This design comes from an exercise in tuning for small area, a short achievable clock period and few clock cycles on the open sky130 flow, not from production work. At most, simulation tests tie the RTL to the original design; equivalence was not proved. No activity file was given, so power comes from the tool's default toggle rates.

==> flow/design.v <==
module mips_div(
    input         div_clk,
    input         resetn,
    input         div_signed,
    input         div,
    input  [31:0] x,
    input  [31:0] y,
    output [31:0] s,       
    output [31:0] r,       
    output        complete
);
    localparam ST_IDLE = 2'd0, ST_LZ = 2'd1, ST_IT = 2'd3;
    reg [1:0]  st;
    reg        complete_r;
    reg [32:0] rem;      
    reg [31:0] dv;       
    reg [31:0] q;
    reg [4:0]  cnt;
    reg [4:0]  lzx, lzy;
    reg        xn, yn, sub;
    wire sx     = div_signed & x[31];
    wire sy     = div_signed & y[31];
    wire sub_in = ~(sx ^ sy);
    wire sneg   = ~sub;
    function [4:0] lzc31;
        input [30:0] v;
        integer i;
        reg found;
        begin
            lzc31 = 5'd30;
            found = 1'b0;
            for (i = 30; i >= 1; i = i - 1)
                if (!found && v[i]) begin
                    lzc31 = 30 - i;
                    found = 1'b1;
                end
        end
    endfunction
    function [4:0] lzs;
        input [31:0] v;
        input        sgn;
        begin
            if (v[31] & ~sgn) lzs = 5'd0;
            else              lzs = 5'd1 + lzc31(v[30:0] ^ v[31:1]);
        end
    endfunction
    wire [5:0] k0  = {1'b0, lzy} - {1'b0, lzx};
    wire [5:0] k   = k0 + {5'd0, xn};
    wire [31:0] dv1 = xn ? {dv[30:0], sub} : dv;
    wire [31:0] dsh = (dv1 << k0[4:0]) | ({32{sub}} & ~({32{1'b1}} << k0[4:0]));
    wire [32:0] b    = {~xn, dv};
    wire [32:0] t;
    bk_add #(33) u_add(.a(rem), .b(b), .cin(sub), .s(t));
    wire [32:0] pp   = rem ^ b;
    wire [32:0] kk   = {rem[31:0] | b[31:0], sub};
    wire        zero = (pp == kk);                         
    wire        acc  = xn ? (t[32] | zero) : ~t[32];
    wire        last = (cnt == 5'd0);
    always @(posedge div_clk) begin
        if (!resetn) begin
            st         <= ST_IDLE;
            complete_r <= 1'b0;
        end else begin
            complete_r <= 1'b0;
            case (st)
            ST_IDLE: if (div) st <= ST_LZ;
            ST_LZ: begin
                if (!div) st <= ST_IDLE;
                else if (!acc) begin
                    st         <= ST_IDLE;
                    complete_r <= 1'b1;
                end else st <= ST_IT;
            end
            default: begin
                if (!div) st <= ST_IDLE;
                else if (last) begin
                    st         <= ST_IDLE;
                    complete_r <= 1'b1;
                end
            end
            endcase
        end
    end
    always @(posedge div_clk) begin
        xn  <= sx;
        yn  <= sy;
        sub <= sub_in;
        lzx <= lzs(x, div_signed);
        lzy <= lzs(y, div_signed);
        cnt <= (st == ST_LZ) ? k[4:0] : cnt - 5'd1;
        q   <= (st == ST_IT) ? {q[30:0], acc ^ sneg} : {32{sneg & acc & (st == ST_LZ)}};
        case (st)
        ST_IDLE: dv <= y ^ {32{sub_in}};
        ST_LZ:   dv <= dsh;
        default: dv <= {~xn, dv[31:1]};
        endcase
        if (st == ST_IDLE)
            rem <= {sx, x};
        else if (acc && (st == ST_IT || (st == ST_LZ && sneg)))
            rem <= t;
    end
    assign complete = complete_r;
    assign s = q;
    assign r = rem[31:0];
endmodule
module bk_add #(parameter N = 33) (
    input  [N-1:0] a,
    input  [N-1:0] b,
    input          cin,
    output [N-1:0] s
);
    localparam L = $clog2(N);
    wire [N-1:0] p = a ^ b;
    wire [N-1:0] g = (a & b) | {{(N-1){1'b0}}, p[0] & cin};
    genvar l, i;
    generate
        for (l = 0; l <= 2*L; l = l + 1) begin : lv
            wire [N-1:0] G, P;
            if (l == 0) begin : z
                assign G = g;
                assign P = p;
            end else if (l <= L) begin : u
                for (i = 0; i < N; i = i + 1) begin : b
                    if (((i + 1) % (1 << l)) == 0) begin : m
                        assign G[i] = lv[l-1].G[i] | (lv[l-1].P[i] & lv[l-1].G[i - (1 << (l-1))]);
                        assign P[i] = lv[l-1].P[i] & lv[l-1].P[i - (1 << (l-1))];
                    end else begin : k
                        assign G[i] = lv[l-1].G[i];
                        assign P[i] = lv[l-1].P[i];
                    end
                end
            end else begin : d
                localparam integer S = 1 << (2*L - l);
                for (i = 0; i < N; i = i + 1) begin : b
                    if (((i + 1) % (2*S)) == S && i >= 2*S) begin : m
                        assign G[i] = lv[l-1].G[i] | (lv[l-1].P[i] & lv[l-1].G[i - S]);
                        assign P[i] = lv[l-1].P[i] & lv[l-1].P[i - S];
                    end else begin : k
                        assign G[i] = lv[l-1].G[i];
                        assign P[i] = lv[l-1].P[i];
                    end
                end
            end
        end
    endgenerate
    wire [N-1:0] c = lv[2*L].G;
    assign s = p ^ {c[N-2:0], cin};
endmodule
==> flow/config.mk <==
export PLATFORM = sky130hd
export DESIGN_NAME = mips_div
export DESIGN_NICKNAME = mips_div
export VERILOG_FILES = /design/flow/design.v
export SDC_FILE = /design/flow/constraint.sdc
export NUM_CORES = 4
export LEC_CHECK = 0
export CAP_MARGIN = 20
export CORE_MARGIN = 2
export CORE_UTILIZATION = 40
export SETUP_SLACK_MARGIN = 5
export SLEW_MARGIN = 20
export TNS_END_PERCENT = 0
==> flow/constraint.sdc <==
create_clock -name core_clock -period 8.0 [get_ports {div_clk}]
set_input_delay 1.6000 -clock core_clock [delete_from_list [all_inputs] [get_ports {div_clk}]]
set_output_delay 1.6000 -clock core_clock [all_outputs]
set_load 0.01 [all_outputs]
run.sh (not shown) runs the stock make flow with config.mk's settings and CLKGATE_MAP_FILE= SYNTH_SCRIPT=/design/flow/synth_recipe.tcl, a recipe that flattens the netlist after the stock synthesis.
Next try:
--- a/flow/design.v
+++ b/flow/design.v
@@ -41,16 +41,14 @@
         input        sgn;
         begin
             if (v[31] & ~sgn) lzs = 5'd0;
             else              lzs = 5'd1 + lzc31(v[30:0] ^ v[31:1]);
         end
     endfunction
-    wire [5:0] k0  = {1'b0, lzy} - {1'b0, lzx};
-    wire [5:0] k   = k0 + {5'd0, xn};
-    wire [31:0] dv1 = xn ? {dv[30:0], sub} : dv;
-    wire [31:0] dsh = (dv1 << k0[4:0]) | ({32{sub}} & ~({32{1'b1}} << k0[4:0]));
+    wire [5:0] k = {1'b0, lzy} - {1'b0, lzx} + {5'd0, xn};
+    wire [31:0] dsh = (dv << k[4:0]) | ({32{sub}} & ~({32{1'b1}} << k[4:0]));
     wire [32:0] b    = {~xn, dv};
     wire [32:0] t;
     bk_add #(33) u_add(.a(rem), .b(b), .cin(sub), .s(t));
     wire [32:0] pp   = rem ^ b;
     wire [32:0] kk   = {rem[31:0] | b[31:0], sub};
     wire        zero = (pp == kk);                         
@@ -106,13 +104,13 @@
 module bk_add #(parameter N = 33) (
     input  [N-1:0] a,
     input  [N-1:0] b,
     input          cin,
     output [N-1:0] s
 );
-    localparam L = $clog2(N);
+    localparam L = 6;             
     wire [N-1:0] p = a ^ b;
     wire [N-1:0] g = (a & b) | {{(N-1){1'b0}}, p[0] & cin};
     genvar l, i;
     generate
         for (l = 0; l <= 2*L; l = l + 1) begin : lv
             wire [N-1:0] G, P;
Worst setup slack gets better by 0.20 ns.
Fmax came out higher by a few percent.
Die area decreases slightly.
Synthesized cell count went down by a few percent.
Power increases by roughly a tenth.
Count of clock-buffer cells in the layout fell by 6.
Flip-flop and latch count is unchanged.
Register-to-register slack gains 0.25 ns.
Sequential power is higher by a few percent.
Clock skew stays flat.
Design area drops slightly.
Final cell count came out lower by a few percent.
Global-route usage falls by 1.4 points.
Testbench counts after the change, summed over its fixed seeds: cycles 42,337.
Function not checked in the first run of this note: the RTL went through the layout flow alone.

-- separate check: timing with driven ports --
In the flow no input, the clock included, has a driving cell. The finished layouts below were timed again as built, in two steps.
Step 1 sets driving cells, clkbuf_16 on the clock port and buf_2 on the other inputs (assumed; they add their load-dependent delay and slew).
Step 2 moves the port delays by t, midway between the first and last clock arrival at a register: inputs arrive t later, outputs are due t later. That takes back most of the time a late clock gives input paths.
Three values: ideal, step 1, step 2; two values: the first two.
run	t (ns)	slack for setup (ns)	worst hold slack (ns)	worst setup path at the end	pins driven straight from the clock port
the first run	0.483	4.271 / 4.280 / 3.797	0.452 / 0.452 / 0.452	input to register	1
the second run	0.474	4.476 / 4.482 / 4.008	0.444 / 0.444 / 0.444	input to register	1
After both steps every run listed still meets setup and hold. For the first run, which loses most, drivers alone change the setup slack by +0.009 ns; drivers and shift together by -0.474 ns.
